What follows belongs to an exercise in optimizing a design on an open flow for small area; a production flow would make more cautious choices.
RTL that was checked went through simulation tests only; none was proved equivalent to the original.
Power figures rest on the tool's default switching activity, not on a simulated workload.

== run a ==
// alu
module alu(OPA, OPB, CIN, INP_VALID, CLK, RST, CMD, CE, MODE, COUT, OFLOW, RES, G, E, L, ERR);
    input [7:0] OPA, OPB;
    input CLK, RST, CE, MODE, CIN;
    input [1:0] INP_VALID;
    input [3:0] CMD;
    output reg [15:0] RES;
    output reg COUT;
    output reg OFLOW;
    output reg G;
    output reg E;
    output reg L;
    output reg ERR;
    wire [3:0] fam_d;
    wire [7:0] xan_d, ybn_d;
    wire       cn_d;
    alu_dec u_dec (.OPA(OPA), .OPB(OPB), .CIN(CIN), .INP_VALID(INP_VALID), .CMD(CMD), .CE(CE), .MODE(MODE),
                   .fam_d(fam_d), .xan_d(xan_d), .ybn_d(ybn_d), .cn_d(cn_d));
    reg [3:0] fam;
    reg [7:0] xan, ybn;
    reg       cn;
    always @(posedge CLK) begin
        fam <= fam_d;
        xan <= xan_d;
        ybn <= ybn_d;
        cn  <= cn_d;
    end
    wire s_alu = ~fam[3] & ~fam[2];                  
    wire s_add = ~fam[3] & ~fam[2] & ~fam[1] & fam[0];
    wire s_sub = ~fam[3] & fam[1] & ~fam[0];
    wire s_sgn = ~fam[3] & fam[1] & fam[0];
    wire s_cmp = ~fam[3] & fam[2] & ~fam[0];
    wire s_err = ~fam[3] & fam[2] & fam[0];
    wire s_lo  = fam[3] & fam[1];                    
    wire s_hi  = fam[3] & fam[0];                    
    wire s_mul = fam[2] & fam[1];                    
    wire s_sft = fam[3] & fam[2] & ~fam[1];          
    wire [8:0] Sn;
    wire [8:0] cyn;
    assign cyn[0] = cn;
    genvar k;
    generate for (k = 0; k < 8; k = k + 1) begin : add
        alu_fa u_fa (.a(xan[k]), .b(ybn[k]), .c(cyn[k]), .s(Sn[k]), .co(cyn[k+1]));
    end endgenerate
    assign Sn[8] = cyn[8];
    wire [8:0] S = ~Sn;
    wire [15:0] P;
    alu_mul u_mul (.xan(xan), .ybn(ybn), .mul(s_mul), .P(P));
    wire xa7 = ~xan[7];
    wire yb7 = ~ybn[7];
    wire z8  = ~|S[7:0];
    wire r8  = xa7 ^ yb7 ^ S[8];
    wire neg = s_cmp ? ~S[8] : r8;
    wire gel = s_cmp | s_sgn;
    wire [15:0] res_d;
  ...
==> module alu_ctl, before the edit <==
module alu_ctl(OPB, CIN, INP_VALID, CMD, CE, MODE, fam_d, t, yinv, yen, oh, cn_d);
    input [7:0] OPB;
    input CE, MODE, CIN;
    input [1:0] INP_VALID;
    input [3:0] CMD;
    output [3:0] fam_d;
    output reg [3:0] t;
    output yinv, yen;
    output [7:0] oh;
    output cn_d;
    wire M = MODE;
    wire [3:0] C = CMD;
    wire [2:0] s = OPB[2:0];
    wire q = CIN & (&OPB);        
    wire e = |OPB[7:3];           
    wire unA1 = M & ~C[3] & C[2] & ~C[1];    
    wire unB1 = M & ~C[3] & C[2] & C[1];     
    wire unA0 = ~M & ((~C[3] & C[2] & C[1] & ~C[0]) | (C[3] & ~C[2] & ~C[1]));   
    wire unB0 = ~M & ((~C[3] & C[2] & C[1] & C[0]) | (C[3] & ~C[2] & C[1]));     
    wire exists = M ? ~(C[3] & C[2] & (C[1] | C[0])) : ~(C[3] & C[2] & C[1]);
    wire vok = ((unA1 | unA0) & INP_VALID[0]) | ((unB1 | unB0) & INP_VALID[1]) |
               (~(unA1 | unA0 | unB1 | unB0) & INP_VALID[0] & INP_VALID[1]);
    wire ok = CE & exists & vok;
    reg [3:0] f;
    always @* begin
        if (M) begin
            if (~C[3]) f = {2'b00, C[0] & ~(C[1] & ~C[2] & q), ~C[2] & (~C[0] | (C[1] & q))};
            else case (C[2:0])
                3'd0: f = 4'b0100;
                3'd1: f = 4'b1110;
                3'd2: f = 4'b1100;
                default: f = 4'b0011;
            endcase
        end else begin
            if (~C[3]) f = 4'b0000;
            else if (~C[2]) f = {2'b10, C[0], ~C[0]};
            else f = e ? 4'b0101 : 4'b1011;
        end
    end
    assign fam_d = ok ? f : 4'b1000;
    assign yen  = M & ~(~C[3] & C[2] & ~C[1]);
    assign yinv = C[3] ? (~C[1] & ~C[0]) : (C[0] & ~C[2]);
    wire yff  = M & ~C[3] & C[2] & ~C[1] & C[0];    
    wire ohen = ~M & C[3];
    wire dir = C[2] & C[0];
    wire [2:0] u = C[2] ? s : {~C[0], ~C[0], 1'b1};
    wire [2:0] r;
    assign r[0] = u[0];
    assign r[1] = u[1] ^ (dir & u[0]);
    assign r[2] = u[2] ^ (dir & (u[1] | u[0]));
    wire [3:0] lo = {r[1] & r[0], r[1] & ~r[0], ~r[1] & r[0], ~r[1] & ~r[0]} | {4{yff}};
    wire [1:0] hi = ({r[2], ~r[2]} & {2{ohen}}) | {2{yff}};
    assign oh = {lo & {4{hi[1]}}, lo & {4{hi[0]}}};
    reg c_d;
    always @* begin
        if (M) begin
            if (~C[3]) c_d = C[2] ? ~C[0] : (C[1] ? (CIN ^ C[0]) : C[0]);
            else       c_d = ~(C[1] & C[0]);
        end else c_d = 1'b0;
    end
    assign cn_d = ~c_d;
    always @* begin
        if (M) t = C[3] ? 4'b1100 : (C[2] & C[1]) ? {4{C[0]}} : 4'b1100;
        else case (C)
            4'd0: t = 4'b1000;   
            4'd1: t = 4'b0111;   
            4'd2: t = 4'b1110;   
            4'd3: t = 4'b0001;   
            4'd4: t = 4'b0110;   
            4'd5: t = 4'b1001;   
            4'd6: t = 4'b0011;   
            4'd7: t = 4'b0101;   
            4'd10, 4'd11: t = 4'b1010;  
            default: t = 4'b1100;   
        endcase
    end
endmodule
clock: 8.0 ns
lec_check: 0
cap_margin: 20
core_margin: 2
core_utilization: 40
gpl_timing_driven: 0
slew_margin: 20
synth_hierarchical: 1
standard.sh (not shown) runs the stock make flow with config.mk's settings and CLKGATE_MAP_FILE= SYNTH_SCRIPT=/design/flow/synth_recipe.tcl, a recipe that flattens the netlist after the stock synthesis.
==> flow/flow/run.sh <==
#!/bin/bash
# Standard ORFS flow, with the port buffers made from the smallest buffer cell
# and no dummy loads in the clock tree. make's full output goes to flow.log.
set -eo pipefail
export BUFFER_PORTS_ARGS="-buffer_cell sky130_fd_sc_hd__buf_1"
export REMOVE_ABC_BUFFERS=1
export CTS_ARGS="-sink_clustering_enable -repair_clock_nets -buf_list sky130_fd_sc_hd__clkbuf_8 -dont_use_dummy_load"
bash standard.sh > flow.log 2>&1
Edits applied to the flow inputs when going from run a to run b:
--- a/flow/design.v
+++ b/flow/design.v
@@ -152,16 +152,15 @@
     assign fam_d = ok ? f : 4'b1000;
     assign yen  = M & ~(~C[3] & C[2] & ~C[1]);
     assign yinv = C[3] ? (~C[1] & ~C[0]) : (C[0] & ~C[2]);
     wire yff  = M & ~C[3] & C[2] & ~C[1] & C[0];    
     wire ohen = ~M & C[3];
-    wire dir = C[2] & C[0];
-    wire [2:0] u = C[2] ? s : {~C[0], ~C[0], 1'b1};
+    wire dir = C[0] ^ ~C[2];
     wire [2:0] r;
-    assign r[0] = u[0];
-    assign r[1] = u[1] ^ (dir & u[0]);
-    assign r[2] = u[2] ^ (dir & (u[1] | u[0]));
+    assign r[0] = s[0] | ~C[2];
+    assign r[1] = C[2] ? (s[1] ^ (dir & s[0])) : dir;
+    assign r[2] = C[2] ? (s[2] ^ (dir & (s[1] | s[0]))) : dir;
     wire [3:0] lo = {r[1] & r[0], r[1] & ~r[0], ~r[1] & r[0], ~r[1] & ~r[0]} | {4{yff}};
     wire [1:0] hi = ({r[2], ~r[2]} & {2{ohen}}) | {2{yff}};
     assign oh = {lo & {4{hi[1]}}, lo & {4{hi[0]}}};
     reg c_d;
     always @* begin
Notes after the runs:
Of run a and run b, the run reporting the lower final cell area excluding filler cells was run a.
Summary of run b over run a: clock period minus final worst setup slack lower, proportion of power drawn by combinational gates roughly the same, number of sinks on the clock net roughly the same, maximum frequency higher, post-detailed-placement cell area higher.
Per the comparison of run b with run a, count of hold-fix buffers inserted at cts roughly the same; first-pass iteration count of the detailed router lower; clock share of power higher.
Against run a, number of standard cells in the final layout excluding fillers in run b rose slightly.
Overall die height: run b vs run a up about 0.6%
Compared with run a, run b is hungrier on power.
Number of multi-input logic gates (run b over run a): increase, 3
No functional check of the RTL was part of run a.

==> re-timing with driven ports <==
In the flow no input, the clock included, has a driving cell. The finished layouts below were timed again as built, in two steps.
Step 1, drivers: a clkbuf_16 drives CLK and a buf_2 each remaining input, both assumed.
Step 2 times the ports against the registers' clock, not the clock port: input delays grow and output delays shrink by t, the midpoint of the rising clock arrivals with the driver on.
Three values: no drivers, after step 1, after step 2; two values: the first two.
| run | t, ns | slack for setup (ns) | pins driven straight from the clock port |
|---|---|---|---|
| run a | 0.309 | 0.366 / 0.366 / 0.366 | 1 |
| run b | 0.321 | 0.505 / 0.505 / 0.505 | 1 |
After both steps setup and hold are still met in every run listed.
